This is an optimization exercise on Yosys and OpenROAD, whose aim is small area, a short achievable clock period and few clock cycles, not a production implementation. The RTL was checked by simulation tests, not by an equivalence proof against the original design. No activity file was given, so power comes from the tool's default toggle rates.

==> flow/design.v (excerpt) <==
module lampFPU_top (
	clk, rst,
	flush_i, padv_i,
	opcode_i, rndMode_i, op1_i, op2_i,
	result_o, isResultValid_o, isReady_o
);
Size in the first run: about 4,500 cells after synthesis.
clock: 15.0 ns
lec_check: 0
abc_area: 1
cap_margin: 20
core_margin: 2
core_utilization: 40
setup_slack_margin: 0
slew_margin: 20
run.sh (not shown) runs the stock make flow with config.mk's settings and CLKGATE_MAP_FILE= SYNTH_SCRIPT=/design/flow/synth_recipe.tcl, a recipe that flattens the netlist after the stock synthesis.
The first run ran to the end with no violations.
Testbench counts at the start, summed over its fixed seeds: cycles 20,075.
Then changed:
==> flow/flow/run.sh (new file) <==
#!/bin/bash
set -euo pipefail
bash standard.sh SETUP_SLACK_MARGIN=6 finish > standard.log 2>&1
==> flow/standard.sh (new file) <==
#!/bin/bash
# synth_recipe.tcl (not shown) runs the flow's synth.tcl, then flattens the netlist and writes it again
# the make line also repeats each setting of config.mk as NAME=value (left out here)
make -C /OpenROAD-flow-scripts/flow DESIGN_CONFIG=/design/flow/config.mk WORK_HOME=/design/flow/orfs CLKGATE_MAP_FILE= SYNTH_SCRIPT=/design/flow/synth_recipe.tcl "${@:-finish}"
SETUP_SLACK_MARGIN = 5   (was 0)
removed: flow/run.sh
Effect:
- The changed run completed with no timing, DRC or antenna violations
- routed wire length is higher by about 2.6%
- worst hold slack hardly moves
- area after synthesis does not change
- power is higher by 8.2%
- register-to-register slack is better by 0.80 ns
- maximum frequency is higher by 22%
- setup slack is better by 1.9 ns
Then changed:
==> flow/flow/run.sh (replaced) <==
#!/bin/bash
set -euo pipefail
bash standard.sh SETUP_SLACK_MARGIN=7 finish > standard.log 2>&1
What happened:
- The new run completed with no timing, DRC or antenna violations
- cell area goes up by roughly a tenth
- combinational power climbs by about a fifth
- wire length goes up by a little under a tenth
- global-route usage goes up by 2.3 points
- sequential cell count is unchanged
- count of clock-buffer cells in the layout is unchanged
- register-to-register slack gets worse by 0.02 ns
- worst setup slack improved by 0.79 ns
- via count is higher by a few percent
Then changed:
==> flow/run.sh (new file) <==
#!/bin/bash
# synth_recipe.tcl (not shown) runs the flow's synth.tcl, then flattens the netlist and writes it again
# the make line also repeats each setting of config.mk as NAME=value (left out here)
make -C /OpenROAD-flow-scripts/flow DESIGN_CONFIG=/design/flow/config.mk WORK_HOME=/design/flow/orfs CLKGATE_MAP_FILE= SYNTH_SCRIPT=/design/flow/synth_recipe.tcl finish
CORE_UTILIZATION = 60   (was 40)
removed: flow/flow/run.sh
removed: flow/standard.sh
=> The new run finished clean; worst setup slack degrades by 1.6 ns; final area goes down by 15%; die area shrinks by 33%; register-to-register slack loses 0.85 ns; total power came out lower by 21%; flip-flop and latch count does not change; routed wire length shrinks by 13%; via count fell by about 2.5%; core utilization increases by 14 points; global-route usage climbs by 11 points.
Then changed:
CORE_UTILIZATION = 40   (was 60)
What happened: Register-to-register slack is better by 0.22 ns. Area after synthesis stays the same. Global-route usage is lower by 14 points. Via count went down by 2.8%. Utilization shrinks by 21 points. Power went up by 1.0%.

* * *

lampFPU_top, a different RTL version from the one above (not shown whole).
Size: about 4200 cells after synthesis.
Design lampFPU_top, start of the top module:
module lampFPU_top (
	clk, rst,
	flush_i, padv_i,
	opcode_i, rndMode_i, op1_i, op2_i,
	result_o, isResultValid_o, isReady_o
);
export LEC_CHECK = 0
export CAP_MARGIN = 20
export CORE_MARGIN = 2
export CORE_UTILIZATION = 40
export SLEW_MARGIN = 20
create_clock -name core_clock -period 15.0 [get_ports {clk}]
Stock flow here: none of the scripts above is used.
Testbench counts at the start, summed over its fixed seeds: cycles 20,075.
Next try:
==> flow/flow/run.sh (new file) <==
#!/bin/bash
set -euo pipefail
bash standard.sh SETUP_SLACK_MARGIN=8 finish > standard.log 2>&1
==> flow/standard.sh (new file) <==
#!/bin/bash
# synth_recipe.tcl (not shown) runs the flow's synth.tcl, then flattens the netlist and writes it again
# the make line also repeats each setting of config.mk as NAME=value (left out here)
make -C /OpenROAD-flow-scripts/flow DESIGN_CONFIG=/design/flow/config.mk WORK_HOME=/design/flow/orfs CLKGATE_MAP_FILE= SYNTH_SCRIPT=/design/flow/synth_recipe.tcl "${@:-finish}"
ABC_AREA = 1   (was not set)
SETUP_SLACK_MARGIN = 5   (was not set)
removed: flow/run.sh
Outcome: Hold slack gets worse by 36 ps. Register-to-register slack is better by 100 ps. Global-route usage goes up by 4.1 points. Clock power barely changes. Setup slack improves by 2700 ps. Routed wire length rises by a few percent. Combinational power goes up by a quarter to a third.
Next try:
==> flow/run.sh (new file) <==
#!/bin/bash
# synth_recipe.tcl (not shown) runs the flow's synth.tcl, then flattens the netlist and writes it again
# the make line also repeats each setting of config.mk as NAME=value (left out here)
make -C /OpenROAD-flow-scripts/flow DESIGN_CONFIG=/design/flow/config.mk WORK_HOME=/design/flow/orfs CLKGATE_MAP_FILE= SYNTH_SCRIPT=/design/flow/synth_recipe.tcl finish
removed: flow/flow/run.sh
removed: flow/standard.sh
What happened: The changed run went through all stages and came out clean; critical path depth shrinks by 6; synthesized area does not change; routed wire length shrinks by 13%; non-clock buffer count shrinks by 470; global-route usage shrinks by 3.3 points; sequential power grows by about 3%; setup slack loses 1000 ps; combinational power shrinks by 31%.

* * *

Another version of the RTL of lampFPU_top (not shown whole).
Size: ~4400 cells after synthesis, roughly 67 flip-flops, ~91 I/O pins, ~26000 sq um of cells after synthesis.
Settings: LEC_CHECK=0, ABC_AREA=1, CAP_MARGIN=20, CELL_PAD_IN_SITES_DETAIL_PLACEMENT=0, CELL_PAD_IN_SITES_GLOBAL_PLACEMENT=0, CORE_MARGIN=2, CORE_UTILIZATION=40, PLACE_DENSITY=0.85, SETUP_SLACK_MARGIN=5, SLEW_MARGIN=20; clock period 15.0 ns.
standard.sh (not shown) runs the stock make flow with config.mk's settings and CLKGATE_MAP_FILE= SYNTH_SCRIPT=/design/flow/synth_recipe.tcl, a recipe that flattens the netlist after the stock synthesis.
==> flow/flow/run.sh <==
#!/bin/bash
set -euo pipefail
bash standard.sh SETUP_SLACK_MARGIN=6 "BUFFER_PORTS_ARGS=-buffer_cell sky130_fd_sc_hd__buf_2" finish > standard.log 2>&1
Testbench counts at the start, summed over its fixed seeds: cycles 20,075.
Next try:
- CELL_PAD_IN_SITES_DETAIL_PLACEMENT: 0 -> unset
- CELL_PAD_IN_SITES_GLOBAL_PLACEMENT: 0 -> unset
- GPL_ROUTABILITY_DRIVEN: unset -> 0
- PLACE_DENSITY: 0.85 -> 0.75
After rerunning: Flip-flop and latch count stays the same. Utilization hardly moves. Power went down by 1.7%. Worst setup slack improved by 0.046 ns. Design area stays flat. Synthesized cell count is unchanged. Non-clock buffer count is higher by 3. Clock power drops by 9.4%. Routed wire length came out lower by 6.6%.
Next try:
==> flow/flow/run.sh (replaced) <==
#!/bin/bash
set -euo pipefail
bash standard.sh SETUP_SLACK_MARGIN=6.5 "BUFFER_PORTS_ARGS=-buffer_cell sky130_fd_sc_hd__buf_2" finish > standard.log 2>&1
- GPL_ROUTABILITY_DRIVEN: 0 -> unset
- PLACE_DENSITY: 0.75 -> unset
After rerunning: The new run ran to the end with no violations. Clock power rose by 9.9%. Global-route usage rose by 4.9 points. Routed wire length rose by 16%. Die area is unchanged. Fmax rose by 3.4%. Clock-buffer cell count fell by 2. Register-to-register slack got worse by 0.06 ns. Via count fell by 0.39%.
Next try:
==> flow/flow/run.sh (replaced) <==
#!/bin/bash
set -euo pipefail
bash standard.sh SETUP_SLACK_MARGIN=6.5 finish > standard.log 2>&1
Outcome: The new run completed without violations. Non-clock buffer count goes up by 39. Final area goes up by 3.3%. Wire length goes down by 0.43%.

## re-timing with driven ports
How much do the figures lean on ideal ports? The routed layouts below were timed once more, with nothing changed but the port constraints.
Step 1 (the two cells are an assumption about what drives the block):
set clk [get_ports {clk}]
set_driving_cell -lib_cell sky130_fd_sc_hd__clkbuf_16 $clk
set_driving_cell -lib_cell sky130_fd_sc_hd__buf_2 [delete_from_list [all_inputs] $clk]
Step 2, shift: input delay + t, output delay - t, t = (earliest + latest rising clock arrival at the registers) / 2. This alone moves slack from input paths to output paths.
Three values: ideal, step 1, step 2; two values: the first two.
| run | t (ns) | setup WS [ns] | worst setup path at the end | worst data-port slew with drivers (ns) |
|---|---|---|---|---|
| the first run of note 1 | 0.416 | 4.138 / 4.159 / 3.743 | input to register | 0.13 |
| the second run of note 1 | 0.431 | 6.060 / 5.990 / 5.691 | input to register | 0.13 |
| the third run of note 1 | 0.423 | 6.848 / 6.785 / 6.489 | input to register | 0.15 |
| the fourth run of note 1 | 0.399 | 5.288 / 5.234 / 5.034 | input to register | 0.05 |
| the fifth run of note 1 | 0.414 | 5.442 / 5.438 / 5.060 | input to register | 0.13 |
| the first run of note 2 | 0.432 | 3.800 / 3.831 / 3.399 | input to register | 0.12 |
| the second run of note 2 | 0.434 | 6.497 / 6.504 / 6.069 | input to register | 0.06 |
| the third run of note 2 | 0.426 | 5.466 / 5.416 / 5.143 | input to register | 0.07 |
| the first run of note 3 | 0.420 | 6.251 / 6.198 / 5.805 | input to register | 0.11 |
| the second run of note 3 | 0.415 | 6.296 / 6.239 / 5.963 | input to register | 0.09 |
| the third run of note 3 | 0.412 | 6.587 / 6.601 / 6.189 | input to register | 0.11 |
| the fourth run of note 3 | 0.420 | 6.498 / 6.514 / 6.094 | input to register | 0.05 |
After both steps every run listed still meets setup and hold. The setup slack of the first run of note 3, which loses most, moves by -0.053 ns with the drivers and by -0.446 ns with both steps.
